This design comes from an exercise in tuning for small area on the open sky130 flow, not from production work.
In this exercise RTL edits were held to simulation tests only and were not proved equivalent to the original.
Power is estimated from default activity; no workload was simulated.

$ cat flow/design.v
module processing_element # (
    parameter DATA_WIDTH = 8
)
(
    input                               clk     ,
    input                               rstn    ,
    input       [2*DATA_WIDTH-1 : 0]    i_psum  ,    
    input         [DATA_WIDTH-1 : 0]    i_fmap  ,    
    input         [DATA_WIDTH-1 : 0]    i_weight,    
    input                               i_load  ,    
    output      [2*DATA_WIDTH-1 : 0]    o_psum  ,    
    output        [DATA_WIDTH-1 : 0]    o_fmap  ,    
    output        [DATA_WIDTH-1 : 0]    o_weight     
);
    reg         [2*DATA_WIDTH-1 : 0]    r_psum;      
    reg           [DATA_WIDTH-1 : 0]    r_fmap;      
    reg           [DATA_WIDTH-1 : 0]    r_weight;    
    always @ (posedge clk) begin
        if      (!rstn)     r_psum <= 'h0;  
        else if (!i_load)   r_psum <= i_fmap * r_weight + i_psum;
        else if (i_load)    r_psum <= 'h0;
    end
    always @ (posedge clk) begin
        if      (!rstn)     r_fmap <= 'h0;
        else if (!i_load)   r_fmap <= i_fmap;
    end
    always @ (posedge clk) begin
        if      (!rstn)     r_weight <= 'h0;
        else if (i_load)    r_weight <= i_weight;
    end
    assign o_psum   = r_psum;
    assign o_fmap   = r_fmap;
    assign o_weight = r_weight;
endmodule
module ws_systolic_array # (
    parameter DATA_WIDTH = 8
)
(
    input                           clk         ,
    input                           rstn        ,
    input                           i_start     ,
    input       [DATA_WIDTH-1 : 0]  i_w_col_1   ,    
    input       [DATA_WIDTH-1 : 0]  i_w_col_2   ,    
    input       [DATA_WIDTH-1 : 0]  i_w_col_3   ,    
    input       [DATA_WIDTH-1 : 0]  i_w_col_4   ,    
    input       [DATA_WIDTH-1 : 0]  i_f_row_1   ,    
    input       [DATA_WIDTH-1 : 0]  i_f_row_2   ,    
    input       [DATA_WIDTH-1 : 0]  i_f_row_3   ,    
    input       [DATA_WIDTH-1 : 0]  i_f_row_4   ,    
    output    [2*DATA_WIDTH-1 : 0]  o_p_col_1   ,    
    output    [2*DATA_WIDTH-1 : 0]  o_p_col_2   ,    
    output    [2*DATA_WIDTH-1 : 0]  o_p_col_3   ,    
    output    [2*DATA_WIDTH-1 : 0]  o_p_col_4        
);
    parameter              [1 : 0]  ST_IDLE = 2'b00,     
                                    ST_LOAD = 2'b01,     
                                    ST_OPER = 2'b10;     
    wire        [DATA_WIDTH-1 : 0]  w_f_row_11, w_f_row_12, w_f_row_13;                  
    wire        [DATA_WIDTH-1 : 0]  w_f_row_21, w_f_row_22, w_f_row_23;                  
    wire        [DATA_WIDTH-1 : 0]  w_f_row_31, w_f_row_32, w_f_row_33;                  
    wire        [DATA_WIDTH-1 : 0]  w_f_row_41, w_f_row_42, w_f_row_43;                  
    wire        [DATA_WIDTH-1 : 0]  w_w_col_11, w_w_col_12, w_w_col_13, w_w_col_14;      
    wire        [DATA_WIDTH-1 : 0]  w_w_col_21, w_w_col_22, w_w_col_23, w_w_col_24;      
    wire        [DATA_WIDTH-1 : 0]  w_w_col_31, w_w_col_32, w_w_col_33, w_w_col_34;      
    wire      [2*DATA_WIDTH-1 : 0]  w_p_col_11, w_p_col_12, w_p_col_13, w_p_col_14;      
    wire      [2*DATA_WIDTH-1 : 0]  w_p_col_21, w_p_col_22, w_p_col_23, w_p_col_24;      
    wire      [2*DATA_WIDTH-1 : 0]  w_p_col_31, w_p_col_32, w_p_col_33, w_p_col_34;      
    reg                   [15 : 0]  pre_load;                    
    reg                    [1 : 0]  r_cnt;                       
    reg                    [1 : 0]  curr_state, next_state;      
    always @ (posedge clk) begin
        if (!rstn)  curr_state <= ST_IDLE;
        else        curr_state <= next_state;
    end
    always @ (posedge clk) begin
        if  (!rstn) 
            r_cnt <= 'h0;
        else if (curr_state == ST_LOAD)  
            r_cnt <= r_cnt + 1'b1;
        else                             
            r_cnt <= 'h0;
    end
    always @ (*) begin
        next_state  = ST_IDLE;
        pre_load    = 16'h00;
        case (curr_state)
            ST_IDLE :   next_state = (i_start) ? ST_LOAD : ST_IDLE;
            ST_LOAD :   begin
                            pre_load = 16'hFFFF;     
                            next_state = (r_cnt == 2'd3) ? ST_OPER : ST_LOAD;
                        end 
            ST_OPER :   begin
                            pre_load = 16'h0000;     
                            next_state = (i_start) ? ST_LOAD : ST_OPER;
                        end 
        endcase
    end
    processing_element # (.DATA_WIDTH(DATA_WIDTH)) PE_11 (
        .clk        (clk                    ),
        .rstn       (rstn                   ),
        .i_psum     ({ 2*DATA_WIDTH{1'b0} } ),
        .i_fmap     (i_f_row_1              ),
        .i_weight   (i_w_col_1              ),
        .i_load     (pre_load[0]            ),
        .o_psum     (w_p_col_11             ),
        .o_fmap     (w_f_row_11             ),
        .o_weight   (w_w_col_11             )
    );
    processing_element # (.DATA_WIDTH(DATA_WIDTH)) PE_12 (
        .clk        (clk                    ),
        .rstn       (rstn                   ),
        .i_psum     ({ 2*DATA_WIDTH{1'b0} } ),
        .i_fmap     (w_f_row_11             ),
        .i_weight   (i_w_col_2              ),
        .i_load     (pre_load[1]            ),
        .o_psum     (w_p_col_12             ),
        .o_fmap     (w_f_row_12             ),
        .o_weight   (w_w_col_12             )
    );
    processing_element # (.DATA_WIDTH(DATA_WIDTH)) PE_13 (
        .clk        (clk                    ),
        .rstn       (rstn                   ),
        .i_psum     ({ 2*DATA_WIDTH{1'b0} } ),
        .i_fmap     (w_f_row_12             ),
        .i_weight   (i_w_col_3              ),
        .i_load     (pre_load[2]            ),
        .o_psum     (w_p_col_13             ),
        .o_fmap     (w_f_row_13             ),
        .o_weight   (w_w_col_13             )
    );
    processing_element # (.DATA_WIDTH(DATA_WIDTH)) PE_14 (
        .clk        (clk                    ),
        .rstn       (rstn                   ),
        .i_psum     ({ 2*DATA_WIDTH{1'b0} } ),
        .i_fmap     (w_f_row_13             ),
        .i_weight   (i_w_col_4              ),
        .i_load     (pre_load[3]            ),
        .o_psum     (w_p_col_14             ),
        .o_fmap     (                       ),
        .o_weight   (w_w_col_14             )
    );
    processing_element # (.DATA_WIDTH(DATA_WIDTH)) PE_21 (
        .clk        (clk                    ),
        .rstn       (rstn                   ),
        .i_psum     (w_p_col_11             ),
        .i_fmap     (i_f_row_2              ),
        .i_weight   (w_w_col_11             ),
        .i_load     (pre_load[4]            ),
        .o_psum     (w_p_col_21             ),
        .o_fmap     (w_f_row_21             ),
        .o_weight   (w_w_col_21             )
    );
    processing_element # (.DATA_WIDTH(DATA_WIDTH)) PE_22 (
        .clk        (clk         ),
        .rstn       (rstn        ),
        .i_psum     (w_p_col_12  ),
        .i_fmap     (w_f_row_21  ),
        .i_weight   (w_w_col_12  ),
        .i_load     (pre_load[5] ),
        .o_psum     (w_p_col_22  ),
        .o_fmap     (w_f_row_22  ),
        .o_weight   (w_w_col_22  )
    );
    processing_element # (.DATA_WIDTH(DATA_WIDTH)) PE_23 (
        .clk        (clk         ),
        .rstn       (rstn        ),
        .i_psum     (w_p_col_13  ),
        .i_fmap     (w_f_row_22  ),
        .i_weight   (w_w_col_13  ),
        .i_load     (pre_load[6] ),
        .o_psum     (w_p_col_23  ),
        .o_fmap     (w_f_row_23  ),
        .o_weight   (w_w_col_23  )
    );
    processing_element # (.DATA_WIDTH(DATA_WIDTH)) PE_24 (
        .clk        (clk         ),
        .rstn       (rstn        ),
        .i_psum     (w_p_col_14  ),
        .i_fmap     (w_f_row_23  ),
        .i_weight   (w_w_col_14  ),
        .i_load     (pre_load[7] ),
        .o_psum     (w_p_col_24  ),
        .o_fmap     (            ),
        .o_weight   (w_w_col_24  )
    );
    processing_element # (.DATA_WIDTH(DATA_WIDTH)) PE_31 (
        .clk        (clk         ),
        .rstn       (rstn        ),
        .i_psum     (w_p_col_21  ),
        .i_fmap     (i_f_row_3   ),
        .i_weight   (w_w_col_21  ),
        .i_load     (pre_load[8] ),
        .o_psum     (w_p_col_31  ),
        .o_fmap     (w_f_row_31  ),
        .o_weight   (w_w_col_31  )
    );
    processing_element # (.DATA_WIDTH(DATA_WIDTH)) PE_32 (
        .clk        (clk         ),
        .rstn       (rstn        ),
        .i_psum     (w_p_col_22  ),
        .i_fmap     (w_f_row_31  ),
        .i_weight   (w_w_col_22  ),
        .i_load     (pre_load[9] ),
        .o_psum     (w_p_col_32  ),
        .o_fmap     (w_f_row_32  ),
        .o_weight   (w_w_col_32  )
    );
    processing_element # (.DATA_WIDTH(DATA_WIDTH)) PE_33 (
        .clk        (clk         ),
        .rstn       (rstn        ),
        .i_psum     (w_p_col_23  ),
        .i_fmap     (w_f_row_32  ),
        .i_weight   (w_w_col_23  ),
        .i_load     (pre_load[10]),
        .o_psum     (w_p_col_33  ),
        .o_fmap     (w_f_row_33  ),
        .o_weight   (w_w_col_33  )
    );
    processing_element # (.DATA_WIDTH(DATA_WIDTH)) PE_34 (
        .clk        (clk         ),
        .rstn       (rstn        ),
        .i_psum     (w_p_col_24  ),
        .i_fmap     (w_f_row_33  ),
        .i_weight   (w_w_col_24  ),
        .i_load     (pre_load[11]),
        .o_psum     (w_p_col_34  ),
        .o_fmap     (            ),
        .o_weight   (w_w_col_34  )
    );
    processing_element # (.DATA_WIDTH(DATA_WIDTH)) PE_41 (
        .clk        (clk         ),
        .rstn       (rstn        ),
        .i_psum     (w_p_col_31  ),
        .i_fmap     (i_f_row_4   ),
        .i_weight   (w_w_col_31  ),
        .i_load     (pre_load[12]),
        .o_psum     (o_p_col_1   ),
        .o_fmap     (w_f_row_41  ),
        .o_weight   (            )
    );
    processing_element # (.DATA_WIDTH(DATA_WIDTH)) PE_42 (
        .clk        (clk         ),
        .rstn       (rstn        ),
        .i_psum     (w_p_col_32  ),
        .i_fmap     (w_f_row_41  ),
        .i_weight   (w_w_col_32  ),
        .i_load     (pre_load[13]),
        .o_psum     (o_p_col_2   ),
        .o_fmap     (w_f_row_42  ),
        .o_weight   (            )
    );
    processing_element # (.DATA_WIDTH(DATA_WIDTH)) PE_43 (
        .clk        (clk         ),
        .rstn       (rstn        ),
        .i_psum     (w_p_col_33  ),
        .i_fmap     (w_f_row_42  ),
        .i_weight   (w_w_col_33  ),
        .i_load     (pre_load[14]),
        .o_psum     (o_p_col_3   ),
        .o_fmap     (w_f_row_43  ),
        .o_weight   (            )
    );
    processing_element # (.DATA_WIDTH(DATA_WIDTH)) PE_44 (
        .clk        (clk         ),
        .rstn       (rstn        ),
        .i_psum     (w_p_col_34  ),
        .i_fmap     (w_f_row_43  ),
        .i_weight   (w_w_col_34  ),
        .i_load     (pre_load[15]),
        .o_psum     (o_p_col_4   ),
        .o_fmap     (            ),
        .o_weight   (            )
    );
endmodule
$ cat flow/run.sh
#!/bin/bash
# synth_recipe.tcl (not shown) runs the flow's synth.tcl, then flattens the netlist and writes it again
# the make line also repeats each setting of config.mk as NAME=value (left out here)
make -C /OpenROAD-flow-scripts/flow DESIGN_CONFIG=/design/flow/config.mk WORK_HOME=/design/flow/orfs CLKGATE_MAP_FILE= SYNTH_SCRIPT=/design/flow/synth_recipe.tcl finish
$ cat flow/config.mk
export PLATFORM = sky130hd
export DESIGN_NAME = ws_systolic_array
export DESIGN_NICKNAME = ws_systolic_array
export VERILOG_FILES = /design/flow/design.v
export SDC_FILE = /design/flow/constraint.sdc
export NUM_CORES = 4
export LEC_CHECK = 0
export CAP_MARGIN = 20
export CORE_MARGIN = 2
export CORE_UTILIZATION = 40
export SLEW_MARGIN = 20
$ cat flow/constraint.sdc
create_clock -name core_clock -period 7.5 [get_ports {clk}]
set_input_delay 1.5000 -clock core_clock [delete_from_list [all_inputs] [get_ports {clk}]]
set_output_delay 1.5000 -clock core_clock [all_outputs]
set_load 0.01 [all_outputs]
==> run summary <==
==> per-layer routing <==
metal  GRT usage, %  vias up
li1               -    17800
met2           28.2      337
met4           3.27        0
met1           22.6    17300
met3           2.15      108
met5              0        -
==> cell families after synthesis <==
family	after synthesis	synth area share [%]
compound gates	677	9.45
xor+xnor	129	2.17
fa+ha+maj	1309	42.2
buf+inv	1640	11.9
flops	484	18.6
mux	10	0.192
simple gates	1583	15.5
==> registers in the layout, indices dropped and copies added, names as in the netlist, 16 cells and up <==
register	flops
PE_44.r_psum	16
PE_11.r_psum	16
PE_32.r_psum	16
PE_34.r_psum	16
PE_31.r_psum	16
PE_33.r_psum	16
PE_12.r_psum	16
PE_21.r_psum	16
PE_41.r_psum	16
PE_24.r_psum	16
PE_13.r_psum	16
PE_14.r_psum	16
PE_23.r_psum	16
PE_42.r_psum	16
PE_43.r_psum	16
PE_22.r_psum	16
==> cell usage in the layout, fill, tap and decap left out, types with 8 or more instances in the layout <==
| master | n |
|---|---|
| o31a_1 | 10 |
| nand4_1 | 8 |
| nand3_1 | 24 |
| clkbuf_16 | 58 |
| ha_1 | 565 |
| o21a_1 | 51 |
| and2_1 | 598 |
| nor2b_1 | 42 |
| nor3_1 | 63 |
| a211oi_1 | 51 |
| nor2_1 | 204 |
| clkdlybuf4s50_1 | 129 |
| a31oi_1 | 21 |
| o21bai_1 | 13 |
| o21ai_0 | 115 |
| bufinv_16 | 8 |
| a21o_1 | 46 |
| mux2i_1 | 10 |
| inv_1 | 1379 |
| and3_1 | 82 |
| fa_1 | 744 |
| xnor2_1 | 81 |
| clkbuf_8 | 8 |
| a22o_1 | 224 |
| o31ai_1 | 11 |
| nand2_1 | 500 |
| xor2_1 | 48 |
| dfxtp_1 | 484 |
| nand2b_1 | 22 |
| clkinv_2 | 14 |
| a21oi_1 | 84 |
==> through the flow <==
stage               worst slack, ns  utilization, %
global route                   1.81            43.8
finish                         2.00            43.8
global placement               1.37            42.3
floorplan                      2.11               -
CTS                            2.00            43.8
detailed placement             1.28            42.3
==> Yosys cell counts, types with 7 or more instances <==
library cell	n	share of area [%]
inv_1	1379	9.9
fa_1	744	29
and2_1	600	7.2
ha_1	565	14
nand2_1	501	3.6
dfxtp_1	484	19
a22o_1	224	3.8
clkbuf_1	222	1.6
nor2_1	204	1.5
o21ai_0	115	1.1
a21oi_1	84	0.81
and3_1	82	0.98
xnor2_1	81	1.4
nor3_1	63	0.61
a211oi_1	51	0.73
o21a_1	51	0.73
xor2_1	48	0.81
a21o_1	46	0.66
nor2b_1	42	0.50
buf_2	34	0.33
nand3_1	24	0.23
nand2b_1	23	0.28
a31oi_1	21	0.25
o21bai_1	13	0.19
o31ai_1	11	0.16
mux2i_1	10	0.19
o31a_1	10	0.17
nand4_1	8	0.096
o211ai_1	7	0.10
o22ai_1	7	0.084
==> area by class of cell <==
| class | instances | area [um^2] | area share, % |
|---|---|---|---|
| repair buffers | 137 | 1390 | 2.45 |
| multi-input cells | 3708 | 36200 | 63.9 |
| clock buffers | 73 | 1590 | 2.80 |
| inverters | 1379 | 5180 | 9.13 |
| diodes | 1 | 2.50 | 0.00441 |
| well taps | 1742 | 2180 | 3.84 |
| flip-flops and latches | 484 | 9690 | 17.1 |
| clock inverters | 35 | 447 | 0.788 |
==> worst max-delay path: cells and delay by family <==
family | cells | cell delay, ns
AOI/OAI and AO/OA | 5 | 0.90
adders and majority gates | 5 | 2.31
buffers and inverters | 4 | 0.89
and+or+nand+nor | 2 | 0.49
==> where the power goes <==
group          switching [mW]  internal, mW  total (mW)
Sequential              0.151          2.65        2.80
Combinational           0.402         0.280       0.682
Clock                    1.22          1.78        3.01
==> path summary, 6_finish.rpt <==
kind                                startpoint                     endpoint  slack (ns)  depth (start not counted)
hold reg to reg            r_cnt[0]$_SDFF_PN0_          r_cnt[0]$_SDFF_PN0_        0.44                          1
setup / recovery                  i_f_row_4[6]  PE_41.r_psum[15]$_SDFF_PP0_        2.00                         16
setup reg to reg  PE_32.r_fmap[6]$_SDFFE_PN0N_  PE_33.r_psum[14]$_SDFF_PP0_        2.82                         15
hold / removal             r_cnt[0]$_SDFF_PN0_          r_cnt[0]$_SDFF_PN0_        0.44                          1
==> run summary <==
CTS tree=built; critical path class=input pin to flop; die width=365 um; Critical Path AT=6.09 ns; Layout fillers=12600; share of post-route cells with drive strength above 1=about 2.2%; Required @ worst endpoint=~8 ns; unrepaired setup endpoints after global routing=false; Max-cap violations=0; largest voltage drop on the vdd net=0.190 mV; final global-route overflow total=0; synthesized area divided by synthesized cell count=8.93 um^2; cell count after synthesis=5832; fraction of synthesis flops using an asynchronous set or reset pin=0%; final hold slack=between 0.4 and 0.5 ns; transition time at the pin with the least slew margin=~0.96 ns; startpoint type of the worst setup path=input pin; via count of the first global-routing pass=37200; final setup vio count=0; Hold Path Class=flop to flop; die footprint=~0.13 mm^2; initial core utilization=40.3%; cell-by-cell listing of the critical path=clkdlybuf4s50_1, nand2_1, fa_1, inv_1, fa_1, inv_1, fa_1, fa_1, inv_1, ha_1, o21a_1, o31a_1, o221ai_1, a31oi_1, or3_1, a21oi_1; yosys synthesis warning count=2; Num Clock Sinks=roughly 480; clock tree root driver cell=clkbuf_16; Power, Total=6.49 mW; number of setup buffers added after CTS=0; first-pass GRT wire length=between 150 and 200 mm; Total Wirelength=about 110 mm; maximum fanout count along the critical path=9; Clk Latency, worst-skew pair=0.68 ns; Syn Nets=around 7000; routed wire length per instance=roughly 14 um; number of pins with negative max-slew slack in the final report=0; critical path capture point type=flop; maximum root-to-sink buffer count=3; critical path's most frequent cell=fa_1; total via count after detailed routing=roughly 36000; status=complete, no violations; standard cell with the maximum stage delay on the critical path=clkdlybuf4s50_1; Final Instance Count excl. Fillers=between 7000 and 8000; number of detailed-routing iterations run before antenna repair=5; Post-synth EDFFs=0; highest metal layer used by the detailed router=met4; cell total after placement=~7500; post-route fraction of the period consumed by the critical path=between 70% and 80%; Post-Syn Area=between 0.05 and 0.06 mm^2; I/O Pins=between 100 and 150; post-synthesis sequential area ratio=18.6%; Hold Violations, Final=0; pin count of the biggest net entering global routing=179; number of antenna violations at the first check in global routing=0; post-route cell area=between 0.05 and 0.06 mm^2; count of H-tree levels built during CTS=2; Vert. Die Dim=365 um; met3 layer wire length in the routed design=between 3 and 4 mm; highest clock rate=182 MHz; top flip-flop cell by instance count after synthesis=dfxtp_1; initial DRC count=~1500; leakage dissipation=slightly below 30 nW; core footprint=between 0.1 and 0.15 mm^2; count of state elements after synthesis=484; Post-Route Skew=between 0.015 and 0.02 ns; aggregate global-route resource usage=~17%; std cell rows=132; estimated wirelength of the detail-placed design=about 85 mm; Reg clk slew, reported paths=around 0.060 ns; headroom to the max-slew limit=a little over a third; RD Place Congestion=between 0.8 and 0.9; number of buffer cells added on primary ports=130; placement-stage cell area=0.0547 mm^2; sum of negative setup slack=0 ns; total met2 wirelength after detailed routing=49.4 mm; area growth from synthesis to final layout=8.83%; # DRC=0; total power divided by cell area=roughly 110 mW/mm^2; routed length on met1=53.0 mm; drt via density=about 4.7; number of unique standard cell types used by synthesis=58; Post-layout nets=between 7000 and 8000; min Tclk post-route=roughly 5.5 ns; max incr delay on CP=0.74 ns; Resized Gates After CTS=0; Detail Route Antenna Nets=0; CTS hold repair buffers=0; number of buffers inserted during clock tree synthesis=just under 60

==> port drivers added, routing unchanged <==
In the flow no input, the clock included, has a driving cell. The finished layout below was timed again as built, in two steps.
Step 1, drivers: a clkbuf_16 drives clk and a buf_2 each remaining input, both assumed.
Step 2 also shifts input and output timing later by t, the mid clock arrival at the registers, as if the neighbouring blocks saw the same clock.
Slacks: no drivers / after step 1 / after step 2; pairs: no drivers / after step 1.
shift t [ns]: 0.738
setup slack, ns: 2.002 / 1.972 / 1.234
latest minus earliest clock arrival (ns): 0.020 / 0.021
slew at the worst register clock pin (ns): 0.07 / 0.07
cell pins on the clock port's net: 1
After both steps this run still meets setup and hold. For this run, drivers alone change the setup slack by -0.030 ns; drivers and shift together by -0.768 ns.
